Source: an optimization exercise on an open RTL-to-GDS flow (aim: small area). Production flows keep margins and buffers that such runs may drop.
Function was checked by simulation only, so behaviour that the tests miss may differ from the original.

Design pcie_app_7x, start of the top module:
module  pcie_app_7x#(
   parameter C_DATA_WIDTH = 128,             
   parameter KEEP_WIDTH = C_DATA_WIDTH / 8  ,              
   parameter REM_WIDTH  = (C_DATA_WIDTH == 128) ? 2 : 1  
)(
  input                         user_clk,
  input                         user_reset,
  input                         user_lnk_up, 
  input  [5:0]                  tx_buf_av,
  input                         tx_cfg_req,
  input                         tx_err_drop,
  output                        tx_cfg_gnt,
  input                         s_axis_tx_tready,
  output  [C_DATA_WIDTH-1:0]    s_axis_tx_tdata,
  output  [KEEP_WIDTH-1:0]      s_axis_tx_tkeep,
  output  [3:0]                 s_axis_tx_tuser,
  output                        s_axis_tx_tlast,
  output                        s_axis_tx_tvalid, 
  output                        rx_np_ok,
  output                        rx_np_req,
  input  [C_DATA_WIDTH-1:0]     m_axis_rx_tdata,
  input  [KEEP_WIDTH-1:0]       m_axis_rx_tkeep,
  input                         m_axis_rx_tlast,
  ...
Settings: LEC_CHECK=0, CAP_MARGIN=20, CORE_MARGIN=2, CORE_UTILIZATION=50, SLEW_MARGIN=20; clock period 10.0 ns.
standard.sh (not shown) runs the stock make flow with config.mk's settings and CLKGATE_MAP_FILE= SYNTH_SCRIPT=/design/flow/synth_recipe.tcl, a recipe that flattens the netlist after the stock synthesis.
==> flow/flow/run.sh <==
#!/bin/bash
# The standard layout (standard.sh) with these changes:
#  - synthesis: synth_recipe.tcl unchanged, but ABC maps with an area script
#    (flow/abc_area.script) instead of ORFS's delay script;
#  - input/output port buffers use the smallest buffer (buf_1); the resizer
#    still upsizes any that need it;
#  - clock tree synthesis without dummy loads, with larger sink clusters
#    driven by clkbuf_8;
#  - constant outputs keep the tie cells of synthesis (no per-load tie copies).
# Each step's full output goes to a log file in this folder; ORFS also keeps
# its per-step logs under orfs/logs.
set -euo pipefail
here=$(pwd)
export AREA_ABC_SCRIPT="$here/flow/abc_area.script"
export FLOW_SYNTH_TCL="$here/synth_recipe.tcl"
export BUFFER_PORTS_ARGS="-buffer_cell sky130_fd_sc_hd__buf_1"
export SKIP_REPAIR_TIE_FANOUT=1
export CTS_ARGS="-sink_clustering_enable -sink_clustering_size 14 -sink_clustering_max_diameter 60 -sink_clustering_buffer sky130_fd_sc_hd__clkbuf_8 -repair_clock_nets -dont_use_dummy_load -buf_list {sky130_fd_sc_hd__clkbuf_4 sky130_fd_sc_hd__clkbuf_8}"
# standard.sh with only the synthesis script swapped
sed "s#'\?SYNTH_SCRIPT=[^ ]*#SYNTH_SCRIPT=$here/flow/synth_area.tcl#" standard.sh > area_standard.sh
grep -q "SYNTH_SCRIPT=$here/flow/synth_area.tcl" area_standard.sh
bash area_standard.sh synth > synth_step.log 2>&1
bash area_standard.sh > layout_steps.log 2>&1
==> flow/flow/abc_area.script <==
strash
dc2
dch -f
map -a
mfs2
strash
dc2
dch -f
map -a
mfs2
strash
dch -f
map -a
topo
dnsize
==> flow/flow/synth_area.tcl <==
proc abc {args} {
  set i [lsearch -exact $args -script]
  if {$i >= 0} {
    lset args [expr {$i + 1}] $::env(AREA_ABC_SCRIPT)
  }
  yosys abc {*}$args
}
source $::env(FLOW_SYNTH_TCL)
Edit:
--- a/flow/design.v
+++ b/flow/design.v
@@ -1247,23 +1247,23 @@
                      S_CPLD_STRAD = 3'd6,
                      S_CPLD_QWN   = 3'd7;
     localparam [6:0] FT_MRD  = 7'b0000000,
                      FT_MWR  = 7'b1000000,
                      FT_CPL  = 7'b0001010,
                      FT_CPLD = 7'b1001010;
     reg [2:0]  state;
     reg [2:0]  strad_state;
     reg        prev_strad;           
     reg [6:0]  cpld_real_size;
     reg [6:0]  cpld_tlp_size;
-    reg [11:0] cpld_tlp_bytecount;
+    reg        cpld_bc1;             
     reg        mism_q;               
     wire [31:0] pat = {cpld_data_i[7:0], cpld_data_i[15:8], cpld_data_i[23:16], cpld_data_i[31:24]};
     wire [3:0]  eq  = {trn_rd[127:96] == pat, trn_rd[95:64] == pat,
                        trn_rd[63:32] == pat, trn_rd[31:0] == pat};
     wire v   = !trn_rsrc_rdy_n && !trn_rdst_rdy_n;
     wire sof = !trn_rsof_n;
     wire eof = !trn_reof_n;
     wire [1:0] rr = trn_rrem_n;
     wire [6:0] ft_lo   = trn_rd[62:56];
     wire       len1_lo = trn_rd[41:32] == 10'd1;
     wire       bc1_lo  = trn_rd[11:0] == 12'd1;
@@ -1358,23 +1358,23 @@
         end
         S_CPL_STRAD: begin
           if (eof && v) begin
             ld_urtag_hi = 1'b1;
             if (sof) begin h_en = 1'b1; h_alt = 1'b1; end
             else n_state = S_RST;
           end
         end
         S_CPLD_STRAD: begin
           if (eof && !sof && v) begin
             n_state = S_RST;
-            if (cpld_tlp_bytecount != 12'd1 && rr != 2'b00) begin
+            if (!cpld_bc1 && rr != 2'b00) begin
               real_add = 1'b1; real_chk = 1'b1;
               real_k = (rr == 2'b10) ? 3'd1 : (rr == 2'b01) ? 3'd2 : 3'd3;
             end
           end else if (v && sof && eof) begin
             h_en = 1'b1;
             real_add = 1'b1; real_k = 3'd1; real_chk = 1'b1;
           end else if (v && !eof && !sof) begin
             real_add = 1'b1; real_k = 3'd3;
             n_state = S_CPLD_QWN;
           end
         end
@@ -1421,23 +1421,23 @@
         req_compl_o      <= 1'b0;
         wr_en_o          <= 1'b0;
         addr_o           <= 11'b0;
         req_len_o        <= 10'b0;
         cpl_ur_found_o   <= 8'b0;
         cpl_ur_tag_o     <= 8'b0;
         cpld_found_o     <= 32'b0;
         cpld_data_size_o <= 32'b0;
         cpld_malformed_o <= 1'b0;
         cpld_real_size   <= 7'b0;
         cpld_tlp_size    <= 7'b0;
-        cpld_tlp_bytecount <= 12'b0;
+        cpld_bc1         <= 1'b0;
         mism_q           <= 1'b0;
       end else begin
         trn_rdst_rdy_n <= n_rdst;
         req_compl_o    <= n_req_compl;
         wr_en_o        <= n_wr_en;
         if (st_ld)         state <= n_state;
         else if (init_rst_i) state <= S_RST;
         if (strad_ld)        strad_state <= n_strad;
         else if (init_rst_i) strad_state <= S_RST;
         if (prev_ld)         prev_strad <= n_prev;
         else if (init_rst_i) prev_strad <= 1'b0;
@@ -1450,29 +1450,29 @@
         else if (ld_urtag_hi)   cpl_ur_tag_o <= trn_rd[111:104];
         else if (init_rst_i)    cpl_ur_tag_o <= 8'b0;
         if (acc) begin
           cpld_found_o     <= cpld_found_o + 1'b1;
           cpld_data_size_o <= cpld_data_size_o + acc_len;
         end else if (init_rst_i) begin
           cpld_found_o     <= 32'b0;
           cpld_data_size_o <= 32'b0;
         end
         if (cpld_hi) begin
           cpld_tlp_size      <= trn_rd[102:96];
-          cpld_tlp_bytecount <= trn_rd[75:64];
+          cpld_bc1           <= bc1_hi;
         end else if (h_cpldhd) begin
           cpld_tlp_size      <= trn_rd[38:32];
-          cpld_tlp_bytecount <= trn_rd[11:0];
+          cpld_bc1           <= bc1_lo;
         end else if (init_rst_i) begin
           cpld_tlp_size      <= 7'b0;
-          cpld_tlp_bytecount <= 12'b0;
+          cpld_bc1           <= 1'b0;
         end
         if (real_add)                    cpld_real_size <= real_sum;
         else if (hi_acc)                 cpld_real_size <= 7'd1;
         else if (h_acc || (h_cpldhd && h_alt)) cpld_real_size <= 7'd0;
         else if (init_rst_i)             cpld_real_size <= 7'b0;
         if (real_chk && cpld_tlp_size != real_sum) cpld_malformed_o <= 1'b1;
         else if (init_rst_i)                       cpld_malformed_o <= 1'b0;
         mism_q <= !trn_rsrc_rdy_n && (
           (state == S_CPLD_STRAD && (
              ( trn_rsof_n && !trn_reof_n && rr == 2'b00 && !(&eq[2:0])) ||
              ( trn_rsof_n && !trn_reof_n && rr == 2'b01 && !(&eq[2:1])) ||
@@ -1507,23 +1507,23 @@
       end
       if (ld_wr_hi)   wr_be_o <= trn_rd[71:64];
       else if (h_wbe) wr_be_o <= trn_rd[7:0];
       if (ld_wr_hi)   wr_data_o <= trn_rd[31:0];
       else if (ld_wd_hi) wr_data_o <= trn_rd[95:64];
     end
     always @(posedge clk) begin
       if (!rst_n)
         cpld_data_err_o <= 1'b0;
       else if (cpld_found_o == 32'b0 || init_rst_i)
         cpld_data_err_o <= 1'b0;
-      else if (mism_q && cpld_tlp_bytecount != 12'h1)
+      else if (mism_q && !cpld_bc1)
         cpld_data_err_o <= 1'b1;
     end
 endmodule
 `timescale 1ns/1ns
 module BMD_128_TX_ENGINE (
     input               clk,
     input               rst_n,
     output reg [127:0]  trn_td,
     output reg [1:0]    trn_trem_n,
     output              trn_tsof_n,
     output reg          trn_teof_n,
Outcome:
- The changed run finished with timing, DRC and antenna clean
- worst setup slack got worse by 0.56 ns
- utilization goes up by 0.13 points
- synthesized cell count shrinks slightly
- design area falls slightly
- register-to-register slack degrades by 0.85 ns

## re-timing with driven ports
No port has a modelled driver above. Below, the same layouts with a new extraction and two added sets of constraints. Step 1 (the two cells are an assumption about what drives the block):
set clk [get_ports {user_clk}]
set_driving_cell -lib_cell sky130_fd_sc_hd__clkbuf_16 $clk
set_driving_cell -lib_cell sky130_fd_sc_hd__buf_2 [delete_from_list [all_inputs] $clk]
Step 2 moves the port delays by t, midway between the first and last clock arrival at a register: inputs arrive t later, outputs are due t later. That takes back most of the time a late clock gives input paths. Three values: no drivers, after step 1, after step 2; two values: the first two.
run | t (ns) | setup WS [ns] | worst register clock-pin slew, ns | worst data-port slew with drivers (ns)
the first run | 0.871 | 1.975 / 2.007 / 1.136 | 0.10 / 0.10 | 0.10
the second run | 0.873 | 1.418 / 1.418 / 0.768 | 0.10 / 0.10 | 0.33
After both steps every run listed still meets setup and hold. The setup slack of the first run, which loses most, moves by +0.032 ns with the drivers and by -0.839 ns with both steps.
